From an optimization exercise on the open Yosys and OpenROAD flow, aimed at small area; shortcuts taken in it are not production practice. The RTL was checked by simulation tests, not by an equivalence proof against the original design.

## red
==> module spdif_decoder, before the edit <==
module spdif_decoder (
    input clk_in,
    input reset,             
    input rx_in,
    output i2s_bck,
    output i2s_ws,
    output i2s_d0,
    output init_st);         
  reg [2:0] corr;
  always @(posedge clk_in, posedge reset)
    if (reset) corr <= 3'b000;
    else       corr <= {corr[1:0], rx_in};
  wire rxedge = corr[2] ^ corr[1];
  wire rxup   = rxedge & corr[1];
  wire rxdown = rxedge & !corr[1];
  reg [7:0] bckcnt;
  reg [7:0] bitlen;
  reg bitedge;
  reg diffnz;
  reg bck_reg;
  reg phase;
  wire bck_hi = ((bckcnt >= 8'd18) & (bckcnt <= 8'd34)) |
                ((bckcnt >= 8'd52) & (bckcnt <= 8'd68)) |
                ((bckcnt >= 8'd86) & (bckcnt <= 8'd102));
  wire flip = ((bckcnt >= 8'd43) & (bckcnt <= 8'd58) & diffnz) |
              ((bckcnt >= 8'd77) & (bckcnt <= 8'd92));
  always @(posedge clk_in, posedge reset)
    if (reset) begin
      bckcnt  <= 8'h00;
      bitlen  <= 8'hff;
      bitedge <= 1'b0;
      diffnz  <= 1'b0;
      bck_reg <= 1'b0;
      phase   <= 1'b0;
    end else begin
      bitedge <= rxedge;
      bitlen  <= bitedge ? 8'h00 : bitlen + 8'h01;
      if (rxup) begin
        bckcnt <= 8'h00;
        diffnz <= 1'b0;
        if (flip) phase <= !phase;
      end else if (rxdown) begin
        diffnz <= (bckcnt != 8'h00);
      end else begin
        bckcnt  <= bckcnt + 8'h01;
        bck_reg <= bck_hi ^ !phase;
      end
    end
  assign i2s_bck = bck_reg;
  wire le20 = bitlen <= 8'd20;
  wire le38 = bitlen <= 8'd38;
  wire lt42 = bitlen <  8'd42;
  wire gt42 = bitlen >  8'd42;
  reg [3:0] st;
  reg [4:0] idx;
  reg ws_reg, d0_reg;
  reg [23:0] bufL, bufR;
  assign i2s_ws = ws_reg;
  assign i2s_d0 = d0_reg;
  localparam [3:0] INIT_ST = 4'd15;
  localparam [3:0] SEARCH_ST = 4'd7;
  localparam [3:0] S0_ST = 4'd1;
  localparam [3:0] B_ST = 4'd14;
  localparam [3:0] B1_ST = 4'd8;
  localparam [3:0] W_ST = 4'd13;
  localparam [3:0] W1_ST = 4'd5;
  localparam [3:0] M_ST = 4'd2;
  localparam [3:0] M1_ST = 4'd0;
  localparam [3:0] X2L_ST = 4'd6;
  localparam [3:0] W2_ST = 4'd4;
  localparam [3:0] F10_ST = 4'd12;
  localparam [3:0] F11_ST = 4'd9;
  localparam [3:0] F0_ST = 4'd11;
  reg [3:0] st_next;
  always @* begin
    st_next = st;
    case (st)
      INIT_ST:   st_next = SEARCH_ST;
      SEARCH_ST: if (bitedge & gt42) st_next = S0_ST;
      S0_ST:     if (bitedge) st_next = le20 ? B_ST : le38 ? W_ST : gt42 ? M_ST : SEARCH_ST;
      B_ST:      if (bitedge & le20) st_next = B1_ST;
      B1_ST:     if (bitedge & !lt42) st_next = X2L_ST;
      W_ST:      if (bitedge & le20) st_next = W1_ST;
      W1_ST:     if (bitedge & !le20 & lt42) st_next = W2_ST;
      M_ST:      if (bitedge & le20) st_next = M1_ST;
      M1_ST:     if (bitedge & le20) st_next = X2L_ST;
      X2L_ST, W2_ST: if (bitedge) st_next = le20 ? F10_ST : F0_ST;
      F10_ST:    if (bitedge & le20) st_next = F11_ST;
      F11_ST, F0_ST: if (bitedge) begin
                   if (le20) st_next = F10_ST;
                   else if (lt42) st_next = F0_ST;
                   else if (gt42) st_next = S0_ST;
                 end
      default:   st_next = SEARCH_ST;
    endcase
  end
  wire init_st_w = (st == INIT_ST);
  wire data_st  = (st == F11_ST) | (st == F0_ST);
  wire sync2_st = (st == X2L_ST) | (st == W2_ST);
  wire w2_st    = (st == W2_ST);
  wire search_st = (st == SEARCH_ST);
  wire newbit   = (st == F11_ST);
  assign init_st = init_st_w;
  wire in24 = idx < 5'd24;
  wire shift = data_st & bitedge & in24;
  always @(posedge clk_in, posedge reset)
    if (reset) begin
      st     <= INIT_ST;
      idx    <= 5'd0;
      ws_reg <= 1'b0;
      d0_reg <= 1'b0;
      bufL   <= 24'h0;
      bufR   <= 24'h0;
    end else begin
      st <= st_next;
      if (sync2_st) idx <= 5'd0;
      else if (data_st & bitedge) idx <= idx + 5'd1;
      if (sync2_st) ws_reg <= w2_st;
      else if (init_st_w | search_st) ws_reg <= 1'b0;
      if (init_st_w) d0_reg <= 1'b0;
      else if (data_st & in24) d0_reg <= ws_reg ? bufL[idx] : bufR[idx];
      if (shift & !ws_reg) bufL <= {bufL[22:0], newbit};
      if (shift & ws_reg)  bufR <= {bufR[22:0], newbit};
    end
endmodule
==> flow/config.mk <==
export PLATFORM = sky130hd
export DESIGN_NAME = amp_frontend
export DESIGN_NICKNAME = amp_frontend
export VERILOG_FILES = /design/flow/design.v
export SDC_FILE = /design/flow/constraint.sdc
export NUM_CORES = 4
export LEC_CHECK = 0
export CAP_MARGIN = 20
export CORE_MARGIN = 2
export CORE_UTILIZATION = 40
export SLEW_MARGIN = 20
==> flow/constraint.sdc <==
create_clock -name core_clock -period 10.0 [get_ports {clk}]
set_input_delay 2.0000 -clock core_clock [delete_from_list [all_inputs] [get_ports {clk}]]
set_output_delay 2.0000 -clock core_clock [all_outputs]
set_load 0.01 [all_outputs]
standard.sh (not shown) runs the stock make flow with config.mk's settings and CLKGATE_MAP_FILE= SYNTH_SCRIPT=/design/flow/synth_recipe.tcl, a recipe that flattens the netlist after the stock synthesis.
==> flow/flow/run.sh <==
#!/bin/bash
# The standard layout (standard.sh) with three changes:
#  - synthesis maps the logic with an area-oriented ABC recipe (area.abc,
#    best of a few seeds) and
#    leaves adders to ABC instead of mapping them to adder cells first;
#  - the clock tree is built without dummy load cells;
#  - ports get minimum-size buffers.
# make's output goes to standard.log; each tool's log is in orfs/logs.
set -euo pipefail
W=$PWD
export AREA_ABC_SCRIPT=$W/flow/area.abc
export FLOW_SYNTH_TCL=$W/synth_recipe.tcl
export AREA_ABC_DIR=$W/abc_runs
mkdir -p $AREA_ABC_DIR
export ADDER_MAP_FILE=
export CTS_ARGS="-sink_clustering_enable -repair_clock_nets -dont_use_dummy_load -buf_list {sky130_fd_sc_hd__clkbuf_4 sky130_fd_sc_hd__clkbuf_8}"
export BUFFER_PORTS_ARGS="-buffer_cell sky130_fd_sc_hd__buf_1"
sed "s#SYNTH_SCRIPT=[^ ]*#SYNTH_SCRIPT=$W/flow/area_synth.tcl#" standard.sh > area_standard.sh
grep -q "SYNTH_SCRIPT=$W/flow/area_synth.tcl" area_standard.sh
bash area_standard.sh > standard.log 2>&1
Other scripts of this flow, unchanged in this note and not shown: flow/flow/area.abc, flow/flow/area_synth.tcl
red: no failed stages, no open violations at the end
diff inputs: red => blue
diff --git a/flow/design.v b/flow/design.v
--- a/flow/design.v
+++ b/flow/design.v
@@ -27,14 +27,12 @@
   always @(posedge clk_in, posedge reset)
     if (reset) begin
       bckcnt  <= 8'h00;
-      bitlen  <= 8'hff;
-      bitedge <= 1'b0;
+      bitedge <= 1'b1;
       diffnz  <= 1'b0;
       bck_reg <= 1'b0;
       phase   <= 1'b0;
     end else begin
       bitedge <= rxedge;
-      bitlen  <= bitedge ? 8'h00 : bitlen + 8'h01;
       if (rxup) begin
         bckcnt <= 8'h00;
         diffnz <= 1'b0;
@@ -57,20 +55,20 @@
   reg [23:0] bufL, bufR;
   assign i2s_ws = ws_reg;
   assign i2s_d0 = d0_reg;
-  localparam [3:0] INIT_ST = 4'd15;
-  localparam [3:0] SEARCH_ST = 4'd7;
-  localparam [3:0] S0_ST = 4'd1;
-  localparam [3:0] B_ST = 4'd14;
-  localparam [3:0] B1_ST = 4'd8;
-  localparam [3:0] W_ST = 4'd13;
-  localparam [3:0] W1_ST = 4'd5;
-  localparam [3:0] M_ST = 4'd2;
-  localparam [3:0] M1_ST = 4'd0;
-  localparam [3:0] X2L_ST = 4'd6;
-  localparam [3:0] W2_ST = 4'd4;
-  localparam [3:0] F10_ST = 4'd12;
-  localparam [3:0] F11_ST = 4'd9;
-  localparam [3:0] F0_ST = 4'd11;
+  localparam [3:0] INIT_ST = 4'd7;
+  localparam [3:0] SEARCH_ST = 4'd5;
+  localparam [3:0] S0_ST = 4'd12;
+  localparam [3:0] B_ST = 4'd13;
+  localparam [3:0] B1_ST = 4'd1;
+  localparam [3:0] W_ST = 4'd0;
+  localparam [3:0] W1_ST = 4'd3;
+  localparam [3:0] M_ST = 4'd10;
+  localparam [3:0] M1_ST = 4'd2;
+  localparam [3:0] X2L_ST = 4'd9;
+  localparam [3:0] W2_ST = 4'd8;
+  localparam [3:0] F10_ST = 4'd6;
+  localparam [3:0] F11_ST = 4'd4;
+  localparam [3:0] F0_ST = 4'd14;
   reg [3:0] st_next;
   always @* begin
     st_next = st;
@@ -106,15 +104,12 @@
   always @(posedge clk_in, posedge reset)
     if (reset) begin
       st     <= INIT_ST;
-      idx    <= 5'd0;
       ws_reg <= 1'b0;
       d0_reg <= 1'b0;
       bufL   <= 24'h0;
       bufR   <= 24'h0;
     end else begin
       st <= st_next;
-      if (sync2_st) idx <= 5'd0;
-      else if (data_st & bitedge) idx <= idx + 5'd1;
       if (sync2_st) ws_reg <= w2_st;
       else if (init_st_w | search_st) ws_reg <= 1'b0;
       if (init_st_w) d0_reg <= 1'b0;
@@ -122,6 +117,11 @@
       if (shift & !ws_reg) bufL <= {bufL[22:0], newbit};
       if (shift & ws_reg)  bufR <= {bufR[22:0], newbit};
     end
+  always @(posedge clk_in) begin
+    bitlen <= bitedge ? 8'h00 : bitlen + 8'h01;
+    if (sync2_st) idx <= 5'd0;
+    else if (data_st & bitedge) idx <= idx + 5'd1;
+  end
 endmodule
 module timer_simple (
     input clk_in,
--- outcome ---
Route | blue vs red | wire shorter in blue. Looking at initial cell density of the core, blue sits 0.43 points below red. Comparing blue and red, final standard cell count with taps included and fillers excluded is lower on red. Per the comparison of blue with red, minimum clock period now smaller; synthesis-to-finish area growth about even; non-clock buffer count was more or less identical; share of the final layout cell area in multi-input gates flat; met2 wirelength from detailed routing went down.

separate check: timing with driven ports:
How much do the figures lean on ideal ports? The routed layouts below were timed once more, with nothing changed but the port constraints. Step 1, drivers: a clkbuf_16 drives clk and a buf_2 each remaining input, both assumed. Step 2 also shifts input and output timing later by t, the mid clock arrival at the registers, as if the neighbouring blocks saw the same clock. Slacks: no drivers / after step 1 / after step 2; pairs: no drivers / after step 1.
run	t, ns	setup slack, ns	worst setup path at the end
red	0.386	5.757 / 5.723 / 6.108	register to output
blue	0.379	5.837 / 5.802 / 6.181	register to output
After both steps every run listed still meets setup and hold.
